Context: an optimization exercise on an open-source flow, tuned for small area. The choices shown serve that exercise and are no tape-out recipe.
Only simulation tests tie the RTL to the original design; equivalence was not proved.
Power figures rest on the tool's default switching activity, not on a simulated workload.

File: design/flow/config.mk
export PLATFORM = sky130hd
export DESIGN_NAME = rgb2YCbCr
export DESIGN_NICKNAME = rgb2YCbCr
export VERILOG_FILES = /design/flow/design.v
export SDC_FILE = /design/flow/constraint.sdc
export NUM_CORES = 4
export LEC_CHECK = 0
export CAP_MARGIN = 20
export CORE_MARGIN = 2
export CORE_UTILIZATION = 80
export SLEW_MARGIN = 20
export SYNTH_HIERARCHICAL = 1
export SYNTH_MINIMUM_KEEP_SIZE = 0
File: design/flow/constraint.sdc
create_clock -name core_clock -period 5.0 [get_ports {clk_in}]
set_input_delay 1.0000 -clock core_clock [delete_from_list [all_inputs] [get_ports {clk_in}]]
set_output_delay 1.0000 -clock core_clock [all_outputs]
set_load 0.01 [all_outputs]
File: design/flow/design.v
`timescale 1ns / 1ps
module rgb2YCbCr #(
parameter pix_per_clock = 4,
parameter data_width    = 8
)
(
input wire clk_in,
input wire reset,
input wire [(data_width*pix_per_clock*3)-1:0] rdata,
input wire rlast,
output reg rready,
input wire ruser,
input wire rvalid,
output reg [(data_width*pix_per_clock*3)-1:0] tdata,
output reg tlast,
input wire tready,
output reg tuser,
output reg tvalid
);
reg [95:0] pix_d1, pix_d2;
reg [7:0] g_d3 [0:3];
reg [8:0] u_d3 [0:3];
reg [8:0] v_d3 [0:3];
always @(posedge clk_in) begin
    pix_d1 <= rdata;
    pix_d2 <= pix_d1;
end
genvar i;
generate for (i = 0; i < 4; i = i + 1) begin : px
    wire [7:0] r = pix_d2[24*i+16 +: 8];
    wire [7:0] g = pix_d2[24*i+8  +: 8];
    wire [7:0] b = pix_d2[24*i    +: 8];
    wire [7:0] gn = ~g;
    wire [8:0] u, v;
    wire [7:0] y, cb, cr;
    rgb2ycc_diff_u du (.a(r), .g(g), .gn(gn), .d(u));
    rgb2ycc_diff_v dv (.a(b), .g(g), .gn(gn), .d(v));
    always @(posedge clk_in) begin
        g_d3[i] <= g;
        u_d3[i] <= u;
        v_d3[i] <= v;
    end
    rgb2ycc_sum cs (.g(g_d3[i]), .u(u_d3[i]), .v(v_d3[i]), .y(y), .cb(cb), .cr(cr));
    always @(posedge clk_in)
        tdata[24*i +: 24] <= {cr, cb, y};
end endgenerate
reg rlast_d1, rlast_d2, rlast_d3;
reg ruser_d1, ruser_d2, ruser_d3;
reg rvalid_d1, rvalid_d2, rvalid_d3;
always @(posedge clk_in) begin
    rlast_d1  <= rlast;  rlast_d2  <= rlast_d1;  rlast_d3  <= rlast_d2;  tlast  <= rlast_d3;
    ruser_d1  <= ruser;  ruser_d2  <= ruser_d1;  ruser_d3  <= ruser_d2;  tuser  <= ruser_d3;
    rvalid_d1 <= rvalid; rvalid_d2 <= rvalid_d1; rvalid_d3 <= rvalid_d2; tvalid <= rvalid_d3;
    rready    <= tready;
end
endmodule
module rgb2ycc_fa (input wire a, input wire b, input wire c, output wire s, output wire co);
  assign s  = a ^ b ^ c;
  assign co = (a & b) | (c & (a ^ b));
endmodule
module rgb2ycc_ha (input wire a, input wire b, output wire s, output wire co);
  assign s  = a ^ b;
  assign co = a & b;
endmodule
module rgb2ycc_maj (input wire a, input wire b, input wire c, output wire co);
  assign co = (a & b) | (c & (a | b));
endmodule
module rgb2ycc_xor (input wire a, input wire b, output wire s);
  assign s = a ^ b;
endmodule
module rgb2ycc_xnor (input wire a, input wire b, output wire s);
  assign s = ~(a ^ b);
endmodule
module rgb2ycc_or (input wire a, input wire b, output wire co);
  assign co = a | b;
endmodule
module rgb2ycc_and (input wire a, input wire b, output wire co);
  assign co = a & b;
endmodule
module rgb2ycc_nand (input wire a, input wire b, output wire co);
  assign co = ~(a & b);
endmodule
module rgb2ycc_nor (input wire a, input wire b, output wire co);
  assign co = ~(a | b);
endmodule
module rgb2ycc_diff_u (input wire [7:0] a, input wire [7:0] g, input wire [7:0] gn, output wire [8:0] d);
  wire [7:0] an = ~a;
  wire [8:0] c;
  rgb2ycc_ha   h0 (.a(a[0]), .b(gn[0]), .s(d[0]), .co(c[1]));
  genvar k;
  generate for (k = 1; k < 8; k = k + 1) begin : bit_
    rgb2ycc_fa f (.a(a[k]), .b(gn[k]), .c(c[k]), .s(d[k]), .co(c[k+1]));
  end endgenerate
  assign d[8] = c[8];
endmodule
module rgb2ycc_diff_v (input wire [7:0] a, input wire [7:0] g, input wire [7:0] gn, output wire [8:0] d);
  wire [7:0] an = ~a;
  wire [8:0] c;
  rgb2ycc_ha   h0 (.a(a[0]), .b(gn[0]), .s(d[0]), .co(c[1]));
  genvar k;
  generate for (k = 1; k < 8; k = k + 1) begin : bit_
    rgb2ycc_fa f (.a(a[k]), .b(gn[k]), .c(c[k]), .s(d[k]), .co(c[k+1]));
  end endgenerate
  assign d[8] = c[8];
endmodule
module rgb2ycc_sum (input wire [7:0] g, input wire [8:0] u, input wire [8:0] v,
  output wire [7:0] y, output wire [7:0] cb, output wire [7:0] cr);
  wire [7:0] g_n = ~g;
  wire [8:0] u_n = ~u;
  wire [8:0] v_n = ~v;
  wire n1;
  wire n2;
  wire n3, n4;
  wire n5;
  wire n6;
  wire n7;
  wire n8, n9;
  wire n10, n11;
  wire n12;
  wire n13;
  wire n14;
  wire n15, n16;
  wire n17, n18;
  wire n19, n20;
  wire n21;
  wire n22, n23;
  wire n24, n25;
  wire n26, n27;
  wire n28, n29;
  wire n30;
  wire n31;
  wire n32;
  wire n33, n34;
  wire n35, n36;
  wire n37, n38;
  wire n39, n40;
  wire n41, n42;
  wire n43;
  wire n44;
  wire n45, n46;
  wire n47, n48;
  wire n49, n50;
  wire n51, n52;
  wire n53, n54;
  wire n55, n56;
  wire n57, n58;
  wire n59, n60;
  wire n61, n62;
  wire n63, n64;
  wire n65;
  wire n66;
  wire n67, n68;
  wire n69, n70;
  wire n71, n72;
  wire n73, n74;
  wire n75, n76;
  wire n77, n78;
  wire n79, n80;
  wire n81, n82;
  wire n83, n84;
  wire n85;
  wire n86;
  wire n87, n88;
  wire n89, n90;
  wire n91, n92;
  wire n93, n94;
  wire n95, n96;
  wire n97;
  wire n98;
  wire n99;
  wire n100, n101;
  wire n102;
  wire n103, n104;
  wire n105, n106;
  wire n107;
  wire n108, n109;
  wire n110, n111;
  wire n112;
  wire n113;
  wire n114;
  wire n115, n116;
  wire n117, n118;
  wire n119;
  wire n120, n121;
  wire n122, n123;
  wire n124, n125;
  wire n126, n127;
  wire n128;
  wire n129;
  wire n130, n131;
  wire n132, n133;
  wire n134, n135;
  wire n136, n137;
  wire n138;
  wire n139;
  wire n140, n141;
  wire n142, n143;
  wire n144, n145;
  wire n146, n147;
  wire n148, n149;
  wire n150, n151;
  wire n152, n153;
  wire n154, n155;
  wire n156, n157;
  wire n158, n159;
  wire n160, n161;
  wire n162, n163;
  wire n164, n165;
  wire n166;
  wire n167;
  wire n168, n169;
  wire n170;
  wire n171;
  wire n172;
  wire n173, n174;
  wire n175;
  wire n176, n177;
  wire n178;
  wire n179, n180;
  wire n181;
  wire n182;
  wire n183;
  wire n184, n185;
  wire n186;
  wire n187, n188;
  wire n189, n190;
  wire n191, n192;
  wire n193;
  wire n194;
  wire n195, n196;
  wire n197, n198;
  wire n199, n200;
  wire n201;
  wire n202;
  wire n203, n204;
  wire n205, n206;
  wire n207, n208;
  wire n209, n210;
  wire n211, n212;
  wire n213, n214;
  wire n215, n216;
  wire n217, n218;
  wire n219;
  wire n220;
  wire n221, n222;
  wire n223;
  wire n224;
  wire n225, n226;
  wire n227;
  wire n228;
  rgb2ycc_nand cn1 (.a(g[0]), .b(u[2]), .co(n1));
  rgb2ycc_maj cn2 (.a(g_n[1]), .b(u_n[3]), .c(n1), .co(n2));
  rgb2ycc_fa  cn3 (.a(g_n[2]), .b(u_n[4]), .c(u[0]), .s(n3), .co(n4));
  rgb2ycc_maj cn5 (.a(v[0]), .b(n3), .c(n2), .co(n5));
  rgb2ycc_nand cn6 (.a(g[3]), .b(g[0]), .co(n6));
  rgb2ycc_xnor cn7 (.a(g_n[3]), .b(g_n[0]), .s(n7));
  rgb2ycc_fa  cn8 (.a(u_n[5]), .b(u[1]), .c(u[0]), .s(n8), .co(n9));
  rgb2ycc_fa  cn10 (.a(v[1]), .b(n7), .c(n4), .s(n10), .co(n11));
  rgb2ycc_maj cn12 (.a(n8), .b(n10), .c(n5), .co(n12));
  rgb2ycc_nand cn13 (.a(g[4]), .b(g[1]), .co(n13));
  rgb2ycc_xnor cn14 (.a(g_n[4]), .b(g_n[1]), .s(n14));
  rgb2ycc_fa  cn15 (.a(u_n[6]), .b(u[2]), .c(u[1]), .s(n15), .co(n16));
  rgb2ycc_fa  cn17 (.a(v[2]), .b(n14), .c(n6), .s(n17), .co(n18));
  rgb2ycc_fa  cn19 (.a(n9), .b(n15), .c(n17), .s(n19), .co(n20));
  rgb2ycc_maj cn21 (.a(n11), .b(n19), .c(n12), .co(n21));
  rgb2ycc_fa  cn22 (.a(g_n[5]), .b(g_n[2]), .c(u_n[7]), .s(n22), .co(n23));
  rgb2ycc_fa  cn24 (.a(u[3]), .b(u[2]), .c(v[3]), .s(n24), .co(n25));
  rgb2ycc_fa  cn26 (.a(n13), .b(n16), .c(n22), .s(n26), .co(n27));
  rgb2ycc_fa  cn28 (.a(n24), .b(n18), .c(n26), .s(n28), .co(n29));
  rgb2ycc_maj cn30 (.a(n20), .b(n28), .c(n21), .co(n30));
  rgb2ycc_nand cn31 (.a(g[6]), .b(g[3]), .co(n31));
  rgb2ycc_xnor cn32 (.a(g_n[6]), .b(g_n[3]), .s(n32));
  rgb2ycc_fa  cn33 (.a(g[0]), .b(u_n[8]), .c(u[4]), .s(n33), .co(n34));
  rgb2ycc_fa  cn35 (.a(u[3]), .b(v[4]), .c(n32), .s(n35), .co(n36));
  rgb2ycc_fa  cn37 (.a(n23), .b(n25), .c(n33), .s(n37), .co(n38));
  rgb2ycc_fa  cn39 (.a(n35), .b(n27), .c(n37), .s(n39), .co(n40));
  rgb2ycc_fa  cn41 (.a(n29), .b(n39), .c(n30), .s(n41), .co(n42));
  rgb2ycc_nand cn43 (.a(g[7]), .b(g[4]), .co(n43));
  rgb2ycc_xnor cn44 (.a(g_n[7]), .b(g_n[4]), .s(n44));
  rgb2ycc_fa  cn45 (.a(g[1]), .b(u[5]), .c(u[4]), .s(n45), .co(n46));
  rgb2ycc_fa  cn47 (.a(v[5]), .b(n44), .c(n31), .s(n47), .co(n48));
  rgb2ycc_fa  cn49 (.a(n34), .b(n45), .c(n36), .s(n49), .co(n50));
  rgb2ycc_fa  cn51 (.a(n47), .b(n38), .c(n49), .s(n51), .co(n52));
  rgb2ycc_fa  cn53 (.a(n40), .b(n51), .c(n42), .s(n53), .co(n54));
  rgb2ycc_fa  cn55 (.a(g_n[5]), .b(g[2]), .c(u[6]), .s(n55), .co(n56));
  rgb2ycc_fa  cn57 (.a(u[5]), .b(v[6]), .c(n43), .s(n57), .co(n58));
  rgb2ycc_fa  cn59 (.a(n46), .b(n55), .c(n48), .s(n59), .co(n60));
  rgb2ycc_fa  cn61 (.a(n57), .b(n50), .c(n59), .s(n61), .co(n62));
  rgb2ycc_fa  cn63 (.a(n52), .b(n61), .c(n54), .s(n63), .co(n64));
  rgb2ycc_nand cn65 (.a(g[6]), .b(g_n[3]), .co(n65));
  rgb2ycc_xnor cn66 (.a(g_n[6]), .b(g[3]), .s(n66));
  rgb2ycc_fa  cn67 (.a(u[7]), .b(u[6]), .c(v[7]), .s(n67), .co(n68));
  rgb2ycc_fa  cn69 (.a(n66), .b(n56), .c(n67), .s(n69), .co(n70));
  rgb2ycc_fa  cn71 (.a(n58), .b(n69), .c(n60), .s(n71), .co(n72));
  rgb2ycc_fa  cn73 (.a(n62), .b(n71), .c(n64), .s(n73), .co(n74));
  rgb2ycc_fa  cn75 (.a(g_n[7]), .b(g[4]), .c(u[8]), .s(n75), .co(n76));
  rgb2ycc_fa  cn77 (.a(u[7]), .b(v[8]), .c(n65), .s(n77), .co(n78));
  rgb2ycc_fa  cn79 (.a(n68), .b(n75), .c(n77), .s(n79), .co(n80));
  rgb2ycc_fa  cn81 (.a(n70), .b(n79), .c(n72), .s(n81), .co(n82));
  rgb2ycc_ha  cn83 (.a(n81), .b(n74), .s(n83), .co(n84));
  rgb2ycc_nand cn85 (.a(g_n[5]), .b(u_n[8]), .co(n85));
  rgb2ycc_xnor cn86 (.a(g[5]), .b(u[8]), .s(n86));
  rgb2ycc_fa  cn87 (.a(n86), .b(n76), .c(n78), .s(n87), .co(n88));
  rgb2ycc_fa  cn89 (.a(n80), .b(n87), .c(n82), .s(n89), .co(n90));
  rgb2ycc_ha  cn91 (.a(n89), .b(n84), .s(n91), .co(n92));
  rgb2ycc_fa  cn93 (.a(g[6]), .b(n85), .c(n88), .s(n93), .co(n94));
  rgb2ycc_fa  cn95 (.a(n93), .b(n90), .c(n92), .s(n95), .co(n96));
  rgb2ycc_xnor cn97 (.a(g[7]), .b(n94), .s(n97));
  rgb2ycc_xor cn98 (.a(n97), .b(n96), .s(n98));
  rgb2ycc_nand cn99 (.a(u[2]), .b(u_n[0]), .co(n99));
  rgb2ycc_fa  cn100 (.a(u_n[3]), .b(u[1]), .c(v_n[0]), .s(n100), .co(n101));
  rgb2ycc_and cn102 (.a(n99), .b(n100), .co(n102));
  rgb2ycc_fa  cn103 (.a(u_n[4]), .b(u[2]), .c(u_n[0]), .s(n103), .co(n104));
  rgb2ycc_fa  cn105 (.a(v_n[1]), .b(n101), .c(n103), .s(n105), .co(n106));
  rgb2ycc_and cn107 (.a(n102), .b(n105), .co(n107));
  rgb2ycc_fa  cn108 (.a(u_n[5]), .b(u[3]), .c(u_n[1]), .s(n108), .co(n109));
  rgb2ycc_fa  cn110 (.a(v_n[2]), .b(n104), .c(n108), .s(n110), .co(n111));
  rgb2ycc_maj cn112 (.a(n106), .b(n110), .c(n107), .co(n112));
  rgb2ycc_nand cn113 (.a(u[6]), .b(u_n[4]), .co(n113));
  rgb2ycc_xnor cn114 (.a(u_n[6]), .b(u[4]), .s(n114));
  rgb2ycc_fa  cn115 (.a(u_n[2]), .b(v_n[3]), .c(v[0]), .s(n115), .co(n116));
  rgb2ycc_fa  cn117 (.a(n114), .b(n109), .c(n115), .s(n117), .co(n118));
  rgb2ycc_maj cn119 (.a(n111), .b(n117), .c(n112), .co(n119));
  rgb2ycc_fa  cn120 (.a(u_n[7]), .b(u[5]), .c(u_n[3]), .s(n120), .co(n121));
  rgb2ycc_fa  cn122 (.a(v_n[4]), .b(v[1]), .c(n113), .s(n122), .co(n123));
  rgb2ycc_fa  cn124 (.a(n116), .b(n120), .c(n122), .s(n124), .co(n125));
  rgb2ycc_fa  cn126 (.a(n118), .b(n124), .c(n119), .s(n126), .co(n127));
  rgb2ycc_nand cn128 (.a(u[8]), .b(u_n[6]), .co(n128));
  rgb2ycc_xnor cn129 (.a(u_n[8]), .b(u[6]), .s(n129));
  rgb2ycc_fa  cn130 (.a(u_n[4]), .b(v_n[5]), .c(v[2]), .s(n130), .co(n131));
  rgb2ycc_fa  cn132 (.a(n129), .b(n121), .c(n130), .s(n132), .co(n133));
  rgb2ycc_fa  cn134 (.a(n123), .b(n132), .c(n125), .s(n134), .co(n135));
  rgb2ycc_ha  cn136 (.a(n134), .b(n127), .s(n136), .co(n137));
  rgb2ycc_nand cn138 (.a(u_n[7]), .b(u[5]), .co(n138));
  rgb2ycc_xnor cn139 (.a(u[7]), .b(u_n[5]), .s(n139));
  rgb2ycc_fa  cn140 (.a(v_n[6]), .b(v[3]), .c(n139), .s(n140), .co(n141));
  rgb2ycc_fa  cn142 (.a(n128), .b(n131), .c(n140), .s(n142), .co(n143));
  rgb2ycc_fa  cn144 (.a(n133), .b(n142), .c(n135), .s(n144), .co(n145));
  rgb2ycc_ha  cn146 (.a(n144), .b(n137), .s(n146), .co(n147));
  rgb2ycc_fa  cn148 (.a(u[8]), .b(u_n[6]), .c(v_n[7]), .s(n148), .co(n149));
  rgb2ycc_fa  cn150 (.a(v[4]), .b(n138), .c(n148), .s(n150), .co(n151));
  rgb2ycc_fa  cn152 (.a(n141), .b(n150), .c(n143), .s(n152), .co(n153));
  rgb2ycc_fa  cn154 (.a(n152), .b(n145), .c(n147), .s(n154), .co(n155));
  rgb2ycc_fa  cn156 (.a(u_n[7]), .b(v_n[8]), .c(v[5]), .s(n156), .co(n157));
  rgb2ycc_fa  cn158 (.a(n149), .b(n156), .c(n151), .s(n158), .co(n159));
  rgb2ycc_fa  cn160 (.a(n158), .b(n153), .c(n155), .s(n160), .co(n161));
  rgb2ycc_fa  cn162 (.a(u_n[8]), .b(v[6]), .c(n157), .s(n162), .co(n163));
  rgb2ycc_fa  cn164 (.a(n162), .b(n159), .c(n161), .s(n164), .co(n165));
  rgb2ycc_or  cn166 (.a(v[7]), .b(n163), .co(n166));
  rgb2ycc_xnor cn167 (.a(v[7]), .b(n163), .s(n167));
  rgb2ycc_ha  cn168 (.a(n167), .b(n165), .s(n168), .co(n169));
  rgb2ycc_xnor cn170 (.a(v[8]), .b(n166), .s(n170));
  rgb2ycc_xor cn171 (.a(n170), .b(n169), .s(n171));
  rgb2ycc_nor cn172 (.a(v[2]), .b(v[0]), .co(n172));
  rgb2ycc_fa  cn173 (.a(u_n[0]), .b(v_n[3]), .c(v_n[1]), .s(n173), .co(n174));
  rgb2ycc_and cn175 (.a(n172), .b(n173), .co(n175));
  rgb2ycc_fa  cn176 (.a(u_n[1]), .b(v_n[4]), .c(v_n[2]), .s(n176), .co(n177));
  rgb2ycc_maj cn178 (.a(n174), .b(n176), .c(n175), .co(n178));
  rgb2ycc_fa  cn179 (.a(u_n[2]), .b(v_n[5]), .c(v_n[3]), .s(n179), .co(n180));
  rgb2ycc_maj cn181 (.a(n177), .b(n179), .c(n178), .co(n181));
  rgb2ycc_nand cn182 (.a(u[3]), .b(u_n[0]), .co(n182));
  rgb2ycc_xnor cn183 (.a(u_n[3]), .b(u[0]), .s(n183));
  rgb2ycc_fa  cn184 (.a(v_n[6]), .b(v_n[4]), .c(n183), .s(n184), .co(n185));
  rgb2ycc_maj cn186 (.a(n180), .b(n184), .c(n181), .co(n186));
  rgb2ycc_fa  cn187 (.a(u_n[4]), .b(u[1]), .c(v_n[7]), .s(n187), .co(n188));
  rgb2ycc_fa  cn189 (.a(v_n[5]), .b(n182), .c(n187), .s(n189), .co(n190));
  rgb2ycc_fa  cn191 (.a(n185), .b(n189), .c(n186), .s(n191), .co(n192));
  rgb2ycc_nand cn193 (.a(u[5]), .b(u_n[2]), .co(n193));
  rgb2ycc_xnor cn194 (.a(u_n[5]), .b(u[2]), .s(n194));
  rgb2ycc_fa  cn195 (.a(v_n[8]), .b(v_n[6]), .c(n194), .s(n195), .co(n196));
  rgb2ycc_fa  cn197 (.a(n188), .b(n195), .c(n190), .s(n197), .co(n198));
  rgb2ycc_ha  cn199 (.a(n197), .b(n192), .s(n199), .co(n200));
  rgb2ycc_nand cn201 (.a(u[6]), .b(u_n[3]), .co(n201));
  rgb2ycc_xnor cn202 (.a(u_n[6]), .b(u[3]), .s(n202));
  rgb2ycc_fa  cn203 (.a(v_n[7]), .b(n202), .c(n193), .s(n203), .co(n204));
  rgb2ycc_fa  cn205 (.a(n196), .b(n203), .c(n198), .s(n205), .co(n206));
  rgb2ycc_ha  cn207 (.a(n205), .b(n200), .s(n207), .co(n208));
  rgb2ycc_fa  cn209 (.a(u_n[7]), .b(u[4]), .c(v_n[8]), .s(n209), .co(n210));
  rgb2ycc_fa  cn211 (.a(n201), .b(n209), .c(n204), .s(n211), .co(n212));
  rgb2ycc_fa  cn213 (.a(n211), .b(n206), .c(n208), .s(n213), .co(n214));
  rgb2ycc_fa  cn215 (.a(u_n[8]), .b(u[5]), .c(n210), .s(n215), .co(n216));
  rgb2ycc_fa  cn217 (.a(n215), .b(n212), .c(n214), .s(n217), .co(n218));
  rgb2ycc_or  cn219 (.a(u[6]), .b(n216), .co(n219));
  rgb2ycc_xnor cn220 (.a(u[6]), .b(n216), .s(n220));
  rgb2ycc_ha  cn221 (.a(n220), .b(n218), .s(n221), .co(n222));
  rgb2ycc_or  cn223 (.a(u[7]), .b(n219), .co(n223));
  rgb2ycc_xnor cn224 (.a(u[7]), .b(n219), .s(n224));
  rgb2ycc_ha  cn225 (.a(n224), .b(n222), .s(n225), .co(n226));
  rgb2ycc_xnor cn227 (.a(u[8]), .b(n223), .s(n227));
  rgb2ycc_xor cn228 (.a(n227), .b(n226), .s(n228));
  assign y[0] = n41;
  assign y[1] = n53;
  assign y[2] = n63;
  assign y[3] = n73;
  assign y[4] = n83;
  assign y[5] = n91;
  assign y[6] = n95;
  assign y[7] = n98;
  assign cb[0] = n126;
  assign cb[1] = n136;
  assign cb[2] = n146;
  assign cb[3] = n154;
  assign cb[4] = n160;
  assign cb[5] = n164;
  assign cb[6] = n168;
  assign cb[7] = n171;
  assign cr[0] = n191;
  assign cr[1] = n199;
  assign cr[2] = n207;
  assign cr[3] = n213;
  assign cr[4] = n217;
  assign cr[5] = n221;
  assign cr[6] = n225;
  assign cr[7] = n228;
endmodule
File: design/flow/flow/run.sh
#!/bin/bash
# Standard layout (the standard.sh, unchanged synthesis and floorplan) with two
# knobs passed through the environment:
#  - ports are buffered with the smallest buffer (buf_1) instead of the default choice;
#  - clock tree synthesis uses clkbuf_4 on clusters of up to 10 sinks and adds no dummy loads.
set -euo pipefail
cd "$(dirname "$0")/.."
export BUFFER_PORTS_ARGS="-buffer_cell sky130_fd_sc_hd__buf_1"
export CTS_ARGS="-sink_clustering_enable -repair_clock_nets -dont_use_dummy_load -sink_clustering_size 10 -sink_clustering_max_diameter 40 -buf_list sky130_fd_sc_hd__clkbuf_4"
bash standard.sh > standard.log 2>&1
File: design/flow/standard.sh
#!/bin/bash
# synth_recipe.tcl (not shown) runs the flow's synth.tcl, then flattens the netlist and writes it again
# the make line also repeats each setting of config.mk as NAME=value (left out here)
make -C /OpenROAD-flow-scripts/flow DESIGN_CONFIG=/design/flow/config.mk WORK_HOME=/design/flow/orfs CLKGATE_MAP_FILE= SYNTH_SCRIPT=/design/flow/synth_recipe.tcl "${@:-finish}"
==> run notes, run 1 <==
The flow ran to the end, but the layout failed its checks. The violated checks flagged are negative setup slack. The placeable core area came out at 23400 µm². The final number of max-transition violations is 0.

The final estimated routing congestion in global placement came out at 0.886. The share of total power dissipated in the clock network is 10.5%. The number of clock buffers inserted by TritonCTS came out at 48. The final design area excluding fillers came out at 20100 µm². Between clock sinks in the finished design, the worst skew comes to 0.0777 ns. The routed layout has 9344 vias.

The post-CTS clock slew at the launch and capture registers of the worst setup and hold paths came out at 0.11 ns. The antenna violation net count after detailed routing is 0. Timing analysis after detailed placement gives a worst setup slack of -0.0488 ns. After synthesis the cells add up to 19000 µm².

The via count of the first global-routing pass is 11100. Entering global routing, the biggest net connects 13 pins. The top fanout value on the critical path came out at 3.

The actual transition at the worst max-transition pin came out at 0.351 ns. The number of buffers and inverters on the critical path is 1. The number of violations reported at the end of detailed-routing iteration 0 is 396. The final count of hold timing violations is 0. The internal power summed over all cells came out at 7.94 mW. In this run, the combinational gates consume 55.8% of the power. The minimum setup slack among reg-to-reg paths is -0.008 ns. The critical path starts at g_d3[0][1]. Max-cap violations in this run came to 0. The final non-filler cell total is 1786.

The area of the die came out at 24900 µm². The period utilization is 100%. After synthesis, the largest area contributor takes up 42.8% of total cell area.

The first detailed-routing pass ran for 5 iterations. The buffer levels on the longest clock path came out at 3. The capture endpoint of the worst hold path is pix_d2[89].

The sequential cell fraction of total power came out at 33.7%. The count of pins on the block boundary came out at 202. The fraction of the yosys area taken by sequential cells came out at 42.8%. The Yosys step of the flow raised 13 warnings. The maximum frequency from static timing analysis came out at 200 MHz. From left edge to right edge, the die measures 158 µm.

The worst hold margin came out at 0.307 ns. The clock latency on the worst-skew pair is 0.70 ns. The delay of the slowest critical-path stage came out at 0.55 ns. TritonCTS built the clock tree. The worst hold path cell count came out at 0.

For this run the aggregate overflow at the end of global routing stands at 0. STA classifies the critical path endpoint as a flip-flop. The number of enable flip-flop cells after synthesis is 0. Using the TritonRoute via totals, the vias-per-cell ratio works out to 5.23. For this design the static power due to leakage is 8.43 nW. The min-delay analysis places its worst path in the category reg2reg.

The first global-routing pass estimated 52.8 mm of wire. Dividing the synthesized area by the synthesized cell count gives 14.9 µm². Measured along the y axis, the die boundary spans 158 µm.

The synthesis-to-finish area growth came out at 6.22%. The worst hold path begins at pix_d1[89]. The worst setup path is of the reg2reg kind. The worst setup path is launched from a flip-flop. The post-detailed-routing wire length is 35.5 mm. Of all cell types, the one taking the most synthesized area is sky130_fd_sc_hd__dfxtp_1. The slowest stage of the critical path is the sky130_fd_sc_hd__fa_1 cell. The fraction of power spent switching nets is 39.0%. The post-synthesis sequential element count came out at 405.

After clock tree synthesis, the flow added hold-fix buffers numbering 0. The estimated wirelength of the detail-placed design came out at 28.2 mm. After synthesis, the most frequently instantiated cells are sky130_fd_sc_hd__dfxtp_1 (405), sky130_fd_sc_hd__fa_1 (372), sky130_fd_sc_hd__inv_1 (136), sky130_fd_sc_hd__buf_4 (104), sky130_fd_sc_hd__xnor2_1 (72).

The power per unit of standard cell area came out at 646 nW/µm². The most frequent cell on the critical path is sky130_fd_sc_hd__fa_1. The depth of the most critical reg-to-reg path is 14. After detailed placement, the total cell area comes to 19700 µm². The number of cell rows came out at 56. Measured against its own limit, the worst slew margin works out to 76.4%. The number of nets in the layout is 1985. The final design utilization came out at 86.1%.

The data required time at the worst endpoint came out at 5.55 ns. The TritonCTS sink count is 405. The cell at the root of the clock tree is sky130_fd_sc_hd__clkbuf_4. Yosys mapped the design onto 12 distinct sky130hd cell types. The final-report setup violation count is 1. The synthesized instance count is 1269. The critical path goes through inv_1 -> xnor2_2 -> fa_1 -> fa_1 -> maj3_2 -> maj3_2 -> fa_1 -> fa_2 -> fa_2 -> fa_1 -> ha_1 -> ha_1 -> fa_1 -> xor2_1. The cell family contributing the most delay on the critical path is adder cells.

The startpoint identified for the worst register-to-register timing path is g_d3[0][1]. For the worst setup path, the data arrival time is 5.56 ns. The final worst setup slack came out at -0.00766 ns. The H-tree generated during clock tree synthesis spans 2 levels. The worst register-to-register path ends at tdata[7]. The minimum clock period is 5.01 ns.

After detailed routing, the average wire length per cell comes to 19.9 µm. The number of nets in the synthesized netlist is 1787. The switching power summed over all nets is 5.07 mW. The largest voltage drop on the vdd net came out at 0.000387 V. Among all flip-flop cells after synthesis, the most frequent one is sky130_fd_sc_hd__dfxtp_1.

The remaining design rule violation count is 0. Of the cells placed in the final design, the portion with a size suffix greater than 1 is 11.0%. The share of flip-flops with an asynchronous set or reset is 0%. The most common cell in the synthesized netlist is sky130_fd_sc_hd__dfxtp_1.

The number of placed cells counting well taps is 1735. The starting utilization of the core area is 81.0%. The total global routing track utilization is 28.5%. The initial antenna violation count came out at 1.

After synthesis, the cell types taking the most area are sky130_fd_sc_hd__dfxtp_1 (43%), sky130_fd_sc_hd__fa_1 (39%), sky130_fd_sc_hd__buf_4 (4.1%). The number of buffers added on ports is 200.
==> layout by cell type, fill, tap and decap left out, drive strengths merged <==
cell type,n
and2,12
buf,252
clkbuf,48
dfxtp,405
diode,2
fa,372
ha,44
inv,136
maj3,40
nand2,56
nor2,4
or2,12
xnor2,72
xor2,12
==> metal layers <==
metal / wire [µm] / global-route usage [%] / up-vias
met2: 20300 / 54.5 / 343
met1: 12100 / 31.4 / 4825
met4: 1410 / 10.9 / 0
met5: 0 / 0 / -
li1: - / - / 4074
met3: 1640 / 5.09 / 102
==> kinds of logic (layout without fill, tap and decap cells) <==
kind of cell | count (synthesis) | after routing | synth area share [%]
flip-flops | 405 | 405 | 42.8
buffers and inverters | 240 | 436 | 6.81
adder cells (fa/ha/maj) | 456 | 456 | 44.6
other | 0 | 2 | 0
AND/OR/NAND/NOR | 84 | 84 | 1.98
XOR/XNOR | 84 | 84 | 3.88
==> metrics by stage <==
stage / total power [mW] / TNS, ns
floorplan: 12.6 / 0
global placement: 11.0 / 0
detailed placement: 11.6 / -0.0800
CTS: 13.0 / 0
global route: 14.2 / -0.109
finish: 13.0 / -0.00766
==> how the worst max path moves through the flow <==
stage	endpoint	slack (ns)	cells after the start
6_report	tdata[7]	-0.008	14
5_1_grt	tdata[31]	-0.08	14
4_1_cts	tdata[79]	0.005	14
3_5_place_dp	tdata[7]	-0.05	14
3_3_place_gp	tdata[31]	0.09	14
2_1_floorplan	tdata[31]	0.01	14
==> worst reg2reg max path, cell delays in order (launching register included) <==
cell and delay [ns]:
sky130_fd_sc_hd__dfxtp_1 0.41, sky130_fd_sc_hd__inv_1 0.12, sky130_fd_sc_hd__xnor2_2 0.17, sky130_fd_sc_hd__fa_1 0.55
sky130_fd_sc_hd__fa_1 0.44, sky130_fd_sc_hd__maj3_2 0.34, sky130_fd_sc_hd__maj3_2 0.33, sky130_fd_sc_hd__fa_1 0.40
sky130_fd_sc_hd__fa_2 0.36, sky130_fd_sc_hd__fa_2 0.35, sky130_fd_sc_hd__fa_1 0.38, sky130_fd_sc_hd__ha_1 0.22
sky130_fd_sc_hd__ha_1 0.21, sky130_fd_sc_hd__fa_1 0.38, sky130_fd_sc_hd__xor2_1 0.25
==> repair_timing <==
action,CTS,global route
pin swaps,1,0
setup buffers,0,1
gates cloned,0,0
endpoints found under the setup margin,2,5
resized for setup,5,12
==> layout make-up <==
class	instances	area, µm²
Multi-Input combinational cell	624	9610
Sequential cell	405	8120
Fill cell	1112	3260
Timing Repair Buffer	252	1140
Inverter	136	510
Tap cell	319	399
Clock buffer	48	360
Antenna cell	2	5.00
==> modules after synthesis, one instance, submodules excluded <==
module,flip-flops and latches,area (µm²)
rgb2ycc_or,0,6.26
rgb2ycc_nand,0,3.75
rgb2ycc_sum,0,278
rgb2ycc_maj,0,11.3
rgb2ycc_xnor,0,8.76
rgb2ycc_and,0,6.26
rgb2ycc_diff_u,0,7.51
rgb2YCbCr,405,8230
rgb2ycc_diff_v,0,7.51
rgb2ycc_ha,0,12.5
rgb2ycc_fa,0,20.0
rgb2ycc_xor,0,8.76
rgb2ycc_nor,0,3.75
==> sequential cells by signal, summed over array words and instances, names as in the netlist, 32 cells and up <==
register	cells
u_d3	36
g_d3	32
pix_d2	96
v_d3	36
pix_d1	96
tdata	96
==> power by group through the flow <==
stage | clock, mW | combinational, mW | sequential [mW]
CTS | 1.41 | 7.23 | 4.38
detailed placement | 0 | 7.18 | 4.46
global placement | 0 | 6.59 | 4.43
floorplan | 0 | 7.95 | 4.69
global route | 1.53 | 8.25 | 4.46
finish | 1.37 | 7.26 | 4.38
==> run 2, diff against run 1 <==
--- a/design/flow/config.mk
+++ b/design/flow/config.mk
@@ -7,7 +7,7 @@
 export LEC_CHECK = 0
 export CAP_MARGIN = 20
 export CORE_MARGIN = 2
-export CORE_UTILIZATION = 80
+export CORE_UTILIZATION = 70
 export SLEW_MARGIN = 20
 export SYNTH_HIERARCHICAL = 1
 export SYNTH_MINIMUM_KEEP_SIZE = 0
==> run notes, run 2 <==
The run finished with no timing, DRC or antenna violations. The detailed router placed 8829 vias in this run. Sorting the synthesized cells by area gives the leading types as sky130_fd_sc_hd__dfxtp_1 (43%), sky130_fd_sc_hd__fa_1 (39%), sky130_fd_sc_hd__buf_4 (4.1%). The number of enable flip-flop cells after synthesis is 0.

The number of buffers added on ports is 200. The number of detailed-route iterations in the first pass is 4. The final count of hold timing violations came to 0. The number of max-cap violations is 0.

The tree is rooted in a sky130_fd_sc_hd__clkbuf_4. Of the total synthesized cell area, the portion taken by XOR and XNOR cells is 3.88%. The data arrival time of the worst path came out at 5.43 ns. The maximum number of pins on one net before global-route repair came out at 13. The worst setup path is launched from a flip-flop.

The worst hold path belongs to the class reg2reg. Hold repair after CTS inserted 0 buffers. The synthesized-area fraction occupied by ao, oa, aoi and oai cells is 0%.

The share of flip-flops with an asynchronous set or reset came out at 0%. The via count of the first global-routing pass came out at 10300. The die is 169 µm wide. The level count of the clock H-tree came out at 2. The core region is 26800 µm². STA classifies the critical path endpoint as a flip-flop. The maximum frequency from static timing analysis came out at 206 MHz. The area share of the largest cell type after synthesis is 42.8%. The actual transition at the worst max-transition pin came out at 0.357 ns. Setup repair after global routing left no endpoint under its margin. Averaged over all synthesized cells, the footprint is 14.9 µm². The number of clock buffers inserted by TritonCTS is 50.

For this configuration, the core starts out at a cell density of 70.7%. In the layout the commonest cells are sky130_fd_sc_hd__dfxtp_1 (399), sky130_fd_sc_hd__fa_1 (366), sky130_fd_sc_hd__buf_1 (200). In the post-synthesis netlist, the cell with the most instances is sky130_fd_sc_hd__dfxtp_1.

The combined area of all synthesized cells came out at 19000 µm². The number of cell rows is 60. In the final layout, the registers with the most flip-flops are pix_d1 x96, pix_d2 x96, tdata x96. TritonCTS built the clock tree. The clock skew is 0.0671 ns. From synthesis to final layout, the design area changed by 6.25%. The post-CTS clock slew at the launch and capture registers of the worst setup and hold paths came out at 0.10 ns.

The number of post-CTS setup repair buffers came out at 0. The total leakage power came out at 8.41 nW. The worst setup slack before clock tree synthesis came out at 0.0432 ns. The routed wirelength normalized by instance count is 16.6 µm. The total global routing track utilization is 22.9%. The largest voltage drop on the vdd net is 0.000433 V. During synthesis, Yosys emitted a total of 13 warnings.

The share of synthesized cell area in and, or, nand and nor gates came out at 1.98%. Counting every sink on the clock net gives 405. The post-detailed-routing wire length came out at 30.1 mm.

The aggregate negative setup slack came out at 0 ns. Using the TritonRoute via totals, the vias-per-cell ratio works out to 4.88. By count the netlist is led by sky130_fd_sc_hd__dfxtp_1 (405), sky130_fd_sc_hd__fa_1 (372), sky130_fd_sc_hd__inv_1 (136), sky130_fd_sc_hd__buf_4 (104), sky130_fd_sc_hd__xnor2_1 (72). The final worst setup slack came out at 0.142 ns. Summed over all instances, the cell type with the most area after synthesis is sky130_fd_sc_hd__dfxtp_1.

The period utilization is 97.2%. The final-report setup violation count is 0. The final estimated routing congestion in global placement is 0.840. The initial antenna violation count was 2.

STA puts the critical path data required time at 5.57 ns. The most common cell after layout, fill and taps aside is sky130_fd_sc_hd__dfxtp_1. The power per unit of standard cell area is 625 nW/µm². The top fanout value on the critical path came out at 3. The antenna violation net count after detailed routing is 0. The final number of max-transition violations came out at 0.

The worst hold margin came out at 0.268 ns. Of the total synthesized cell area, the portion taken by full adders, half adders and majority gates is 44.6%. The synthesized instance count came out at 1269. After synthesis, the largest family of logic cells by area is adder cells. The minimum clock period came out at 4.86 ns. The clock passes through at most 3 buffers. The clock latency on the worst-skew pair is 0.67 ns. The fraction of layout instances using a drive strength above 1 is 10.8%. The floorplan die height is 169 µm. In the routed design, unresolved DRC markers number 0. The total congestion overflow came out at 0.

The estimated wirelength of the detail-placed design came out at 25.4 mm. The first-pass GRT wire length is 49.6 mm. The count of pins on the block boundary is 202. The area of the die is 28400 µm². Measured against the total synthesized area, the mux share comes to 0%.

The count of distinct cell types in the synthesized netlist came out at 12. At the end of the flow, the number of nets in the layout was 1986. The fraction of the yosys area taken by sequential cells came out at 42.8%. The number of nets in the synthesized netlist is 1787. The post-synthesis sequential element count came out at 405. The worst setup path is of the reg2reg kind. The headroom to the max-slew limit came out at 76.2%.

In this run, the number of DRC markers left after iteration 0 of detailed routing was 273. The flip-flop cell with the highest count after synthesis is sky130_fd_sc_hd__dfxtp_1.
[run 2: cell counts after synthesis]
No cell type changed its count.
[run 2: worst paths after layout]
kind / start / to / slack (ns) / cells after the start
setup reg to reg: g_d3[2][5] / tdata[55] / 0.14 / 13
hold reg to reg: pix_d1[73] / pix_d2[73] / 0.27 / 0
setup / recovery: g_d3[2][5] / tdata[55] / 0.14 / 13
hold / removal: pix_d1[73] / pix_d2[73] / 0.27 / 0
[run 2: area by class of cell]
| class | count | area, µm² |
|---|---|---|
| multi-input combinational | 624 | 9570 |
| sequential | 405 | 8120 |
| fill | 1735 | 6660 |
| timing repair buffer | 251 | 1130 |
| inverter | 136 | 510 |
| tap | 341 | 427 |
| clock buffer | 50 | 375 |
| antenna | 3 | 7.51 |
[run 2: per-module statistics from Yosys (local to each module, per instance), a selection]
module / cells inside / cell area (µm²)
rgb2YCbCr: 437 / 8230
rgb2ycc_sum: 50 / 278
rgb2ycc_nor: 1 / 3.75
rgb2ycc_fa: 1 / 20.0
rgb2ycc_or: 1 / 6.26
rgb2ycc_xor: 1 / 8.76
rgb2ycc_ha: 1 / 12.5
rgb2ycc_maj: 1 / 11.3
rgb2ycc_diff_v: 1 / 7.51
rgb2ycc_and: 1 / 6.26
[run 2: cells by family after synthesis]
logic type | count (synthesis)
fa+ha+maj | 456
flops | 405
buf+inv | 240
xor+xnor | 84
simple gates | 84
[run 2: through the flow]
| step | area, µm² | total power [mW] | cells | utilization (%) |
|---|---|---|---|---|
| final | 20100 | 12.6 | 1810 | 75.2 |
| after floorplan | 19000 | 12.6 | 1269 | - |
| after global placement | 19700 | 11.2 | 1757 | 73.6 |
| after CTS | 20100 | 12.9 | 1807 | 75.0 |
| after global routing | 20100 | 14.1 | 1808 | 75.1 |
| after detailed placement | 19700 | 11.4 | 1757 | 73.6 |
[run 2: what timing repair did]
item	CTS	global route
resized for setup	0	14
hold endpoints to repair	0	0
setup endpoints to repair	0	7
[run 2: critical path, stage by stage, from the launching register on]
cell                      delay [ns]
sky130_fd_sc_hd__dfxtp_1        0.37
sky130_fd_sc_hd__inv_2          0.08
sky130_fd_sc_hd__fa_1           0.56
sky130_fd_sc_hd__fa_1           0.44
sky130_fd_sc_hd__fa_1           0.46
sky130_fd_sc_hd__maj3_2         0.33
sky130_fd_sc_hd__fa_1           0.38
sky130_fd_sc_hd__fa_1           0.38
sky130_fd_sc_hd__fa_1           0.41
sky130_fd_sc_hd__fa_1           0.39
sky130_fd_sc_hd__ha_1           0.19
sky130_fd_sc_hd__ha_1           0.20
sky130_fd_sc_hd__fa_1           0.39
sky130_fd_sc_hd__xor2_1         0.17
[run 2: report_power, final]
part	total [mW]	switching [mW]	internal (mW)
Combinational	6.85	3.56	3.29
Clock	1.37	0.915	0.459
Sequential	4.36	0.285	4.08
[run 2: per-layer routing]
metal | vias up | GRT usage (%) | routed length [µm]
met3 | 60 | 4.37 | 1240
met2 | 178 | 42.0 | 16500
met1 | 4510 | 27.1 | 11400
li1 | 4081 | - | -
met5 | - | 0 | 0
met4 | 0 | 8.02 | 884
==> run 3, diff against run 2 <==
==> design/flow/config.mk (replaced) <==
export PLATFORM = sky130hd
export DESIGN_NAME = rgb2YCbCr
export DESIGN_NICKNAME = rgb2YCbCr
export VERILOG_FILES = /design/flow/design.v
export SDC_FILE = /design/flow/constraint.sdc
export NUM_CORES = 4
export LEC_CHECK = 0
export CAP_MARGIN = 0
export CORE_MARGIN = 2
export CORE_UTILIZATION = 75
export SLEW_MARGIN = 0
export SYNTH_HIERARCHICAL = 1
export SYNTH_MINIMUM_KEEP_SIZE = 0
==> run notes, run 3 <==
The run finished with no timing, DRC or antenna violations. The estimated wirelength of the detail-placed design is 26.2 mm. The post-CTS clock slew at the launch and capture registers of the worst setup and hold paths is 0.09 ns. The endpoint kind of the worst setup timing path is a flip-flop. The fraction of layout instances using a drive strength above 1 is 10.8%.

Counting instances in the post-synthesis netlist gives the leading cell types as sky130_fd_sc_hd__dfxtp_1 (405), sky130_fd_sc_hd__fa_1 (372), sky130_fd_sc_hd__inv_1 (136), sky130_fd_sc_hd__buf_4 (104), sky130_fd_sc_hd__xnor2_1 (72). The number of enable flip-flop cells after synthesis is 0. The number of clock buffers inserted by TritonCTS came out at 49. The origin of the critical flop-to-flop path is g_d3[1][2]. The worst hold path cell count is 0. CTS saw 405 sinks.

In the global route stage, met1 resource usage came out at 29.6%. The worst hold margin came out at 0.290 ns. The clock latency on the worst-skew pair came out at 0.69 ns. The startpoint class of the critical path is a flip-flop. The final-report setup violation count is 0. The total global routing track utilization came out at 25.5%. Leaving out fill and tap cells, the most frequent cells in the layout are sky130_fd_sc_hd__dfxtp_1 (399), sky130_fd_sc_hd__fa_1 (365), sky130_fd_sc_hd__buf_1 (200). The clock tree from TritonCTS is built.

The top fanout value on the critical path is 2. The worst register-to-register path ends at tdata[31]. The maximum number of pins on one net before global-route repair came out at 14. Pin placement for this block handled 202 I/O pins. The most numerous cell type found on the critical path is sky130_fd_sc_hd__fa_1. Summed over all layers, the routed wires come to 31.1 mm. In this run the standard cell core region covers 25000 µm².

In this run the worst hold path is classified as reg2reg. The largest voltage drop on the vdd net came out at 0.000419 V. The delay of the slowest critical-path stage came out at 0.45 ns. The power per unit of standard cell area is 630 nW/µm². The post-synthesis sequential element count is 405. The count of buffer and inverter cells on the critical path came out at 1. The final count of hold timing violations came to 0.

The post-cts hold buffer count is 0. By area the synthesized netlist is led by sky130_fd_sc_hd__dfxtp_1 (43%), sky130_fd_sc_hd__fa_1 (39%), sky130_fd_sc_hd__buf_4 (4.1%). The number of violations reported at the end of detailed-routing iteration 0 is 358. The number of detailed-route iterations in the first pass is 4. The critical path goes through inv_1 -> fa_1 -> fa_1 -> maj3_2 -> maj3_2 -> maj3_2 -> fa_2 -> fa_1 -> fa_2 -> fa_1 -> ha_1 -> ha_1 -> fa_1 -> xor2_1. The synthesized instance count is 1269. The fraction of the yosys area taken by sequential cells came out at 42.8%.

The data arrival time of the worst path is 5.38 ns. Dividing the detail-routed wire length by the instance count gives 17.3 µm. The ratio of routed vias to standard cells is 5.02.

For this run, the top clock speed supported by timing is 207 MHz. The met2 track utilization from global routing came out at 47.4%. The global routing met3 resource utilization is 4.10%.

The remaining design rule violation count came out at 0. The total congestion overflow is 0. The floorplan has 58 rows. The first-pass GRT wire length came out at 51.1 mm. The root buffer cell chosen for the clock tree is sky130_fd_sc_hd__clkbuf_4.

The kind of critical path is reg2reg. The area share of the largest cell type after synthesis came out at 42.8%. The floorplan die height is 163 µm. Counting cells, the worst reg-to-reg path comes to 14.

In this run the most used layer during global routing was met2. The initial utilization of the core area, before any placement, comes to 75.9%. Across the routed clock network, the largest skew measured is 0.0403 ns. The period utilization came out at 96.5%.

The combined area of all synthesized cells came out at 19000 µm². The yosys synthesis warning count came out at 13. The number of nets in the layout came out at 1986. The library cell used most frequently in the layout, excluding fill and tap cells, is sky130_fd_sc_hd__dfxtp_1. The minimum setup slack among reg-to-reg paths came out at 0.17 ns. Subtracting the final worst setup slack from the clock period gives 4.83 ns. In the synthesized netlist the async set-or-reset flop fraction comes to 0%.

The final estimated routing congestion in global placement is 0.873. On the critical path, the stage with the largest delay is an instance of sky130_fd_sc_hd__fa_1. The final number of max-transition violations is 0. The largest total area in the synthesized netlist belongs to sky130_fd_sc_hd__dfxtp_1.

The data required time at the worst endpoint is 5.56 ns. The via count of the first global-routing pass is 10800. The worst hold path begins at rlast_d2.

The flip-flop cell with the highest count after synthesis is sky130_fd_sc_hd__dfxtp_1. For hold timing, the worst endpoint is rlast_d3. The die width is 163 µm. The post-synthesis area per instance came out at 14.9 µm². The level count of the clock H-tree is 2. The actual transition at the worst max-transition pin came out at 0.347 ns.

Setup repair after global routing left no endpoint under its margin. The largest registers in the layout are pix_d1 x96, pix_d2 x96, tdata x96. The total leakage power came out at 8.42 nW.

The antenna violation net count after detailed routing came out at 0. The number of nets in the synthesized netlist is 1787. No sink is reached through more buffers than the 3 on the longest clock path. The total cell area at the placement stage came out at 19700 µm². The most common cell in the synthesized netlist is sky130_fd_sc_hd__dfxtp_1. The cell family contributing the most delay on the critical path is adder cells. The vias after detailed routing is 9029.

Measured against its own limit, the worst slew margin works out to 76.8%. Relative to the synthesized area, the layout overhead comes to 6.22%. The number of max-cap violations is 0. The initial antenna violation count is 2. The netlist uses 12 different library cells.

The finished cells cover 20100 µm². The count of buffers added on input and output ports is 200. The aggregate negative setup slack is 0 ns. The area of the die is 26600 µm².
## run 3: cell counts after synthesis
Identical to the previous run, type by type.
## run 3: worst max-delay path by stage
stage | start | end | slack, ns | cells after the start
3_3_place_gp | g_d3[3][2] | tdata[79] | 0.11 | 14
6_report | g_d3[1][2] | tdata[31] | 0.17 | 14
5_1_grt | g_d3[2][2] | tdata[55] | 0.04 | 14
2_1_floorplan | u_d3[1][6] | tdata[31] | 0.01 | 14
4_1_cts | g_d3[1][2] | tdata[31] | 0.02 | 14
3_5_place_dp | g_d3[2][2] | tdata[55] | 0.02 | 14
## run 3: area by class of cell
cell class,instances,area (µm²)
Sequential cell,405,8120
Timing Repair Buffer,252,1140
Inverter,136,510
Tap cell,330,413
Clock buffer,49,368
Antenna cell,2,5.00
Fill cell,1447,4830
Multi-Input combinational cell,624,9580
## run 3: kinds of logic (layout without fill, tap and decap cells)
logic type,count (synthesis),count (layout),share of synthesized area [%]
xor gates and xnor gates,84,84,3.88
adders and majority gates,456,456,44.6
buffers and inverters,240,437,6.81
DFF,405,405,42.8
other,0,2,0
and+or+nand+nor,84,84,1.98
## run 3: worst register-to-register path: stages, from the launching register on
cell and delay (ns):
sky130_fd_sc_hd__dfxtp_2 0.36, sky130_fd_sc_hd__inv_1 0.09, sky130_fd_sc_hd__fa_1 0.45, sky130_fd_sc_hd__fa_1 0.45
sky130_fd_sc_hd__maj3_2 0.32, sky130_fd_sc_hd__maj3_2 0.31, sky130_fd_sc_hd__maj3_2 0.32, sky130_fd_sc_hd__fa_2 0.35
sky130_fd_sc_hd__fa_1 0.41, sky130_fd_sc_hd__fa_2 0.35, sky130_fd_sc_hd__fa_1 0.37, sky130_fd_sc_hd__ha_1 0.19
sky130_fd_sc_hd__ha_1 0.19, sky130_fd_sc_hd__fa_1 0.38, sky130_fd_sc_hd__xor2_1 0.17
## run 3: where the power goes
group	total (mW)	switching [mW]	leakage (nW)	internal [mW]
sequential	4.37	0.297	3.42	4.08
combinational	6.95	3.61	4.78	3.33
clock	1.37	0.920	0.225	0.450
## run 3: timing repair
action,in CTS,in global routing
setup endpoints to repair,0,4
resized for setup,0,14
buffers inserted,0,0
## run 3: per-layer routing
| layer | share of wire (%) | vias to the layer above |
|---|---|---|
| met3 | 4.0 | 78 |
| met5 | 0 | - |
| met1 | 37 | 4643 |
| met2 | 56 | 232 |
| met4 | 3.6 | 0 |
| li1 | - | 4076 |
## run 3: modules after synthesis, one instance, submodules excluded, excerpt
| module | cell area, µm² | times used |
|---|---|---|
| rgb2ycc_ha | 12.5 | 44 |
| rgb2ycc_diff_v | 7.51 | 4 |
| rgb2ycc_sum | 278 | 4 |
| rgb2ycc_fa | 20.0 | 372 |
| rgb2ycc_nand | 3.75 | 56 |
| rgb2ycc_maj | 11.3 | 40 |
| rgb2ycc_xnor | 8.76 | 72 |
| rgb2YCbCr | 8230 | 1 |
| rgb2ycc_or | 6.26 | 12 |
| rgb2ycc_diff_u | 7.51 | 4 |
## run 3: metrics by stage
stage | std cells | worst slack (ns) | power, mW | util [%]
after floorplan | 1269 | 0.0117 | 12.6 | -
after global placement | 1747 | 0.105 | 11.2 | 79.0
final | 1798 | 0.174 | 12.7 | 80.7
after CTS | 1796 | 0.0178 | 12.9 | 80.5
after global routing | 1798 | 0.0368 | 14.1 | 80.7
after detailed placement | 1747 | 0.0177 | 11.5 | 79.0

## re-timing with driven ports
The results above use ideal ports. As a check the final layouts listed here were re-extracted and re-timed, cells and wires unchanged.
Step 1 sets driving cells, clkbuf_16 on the clock port and buf_2 on the other inputs (assumed; they add their load-dependent delay and slew).
Step 2 adds t to the input delays and takes it off the output delays; t is the mean of the earliest and latest rising clock arrival at the registers after step 1. Input paths then give back, and output paths get back, about the clock's delay inside the block.
Slacks: ideal ports / drivers / drivers and shift; pairs: ideal ports / drivers.
run	shift t [ns]	slack for setup (ns)	clock arrival spread, ns
run 1	0.706	-0.008 / -0.008 / -0.008	0.083 / 0.084
run 2	0.686	0.142 / 0.142 / 0.142	0.072 / 0.071
run 3	0.716	0.174 / 0.174 / 0.174	0.048 / 0.048
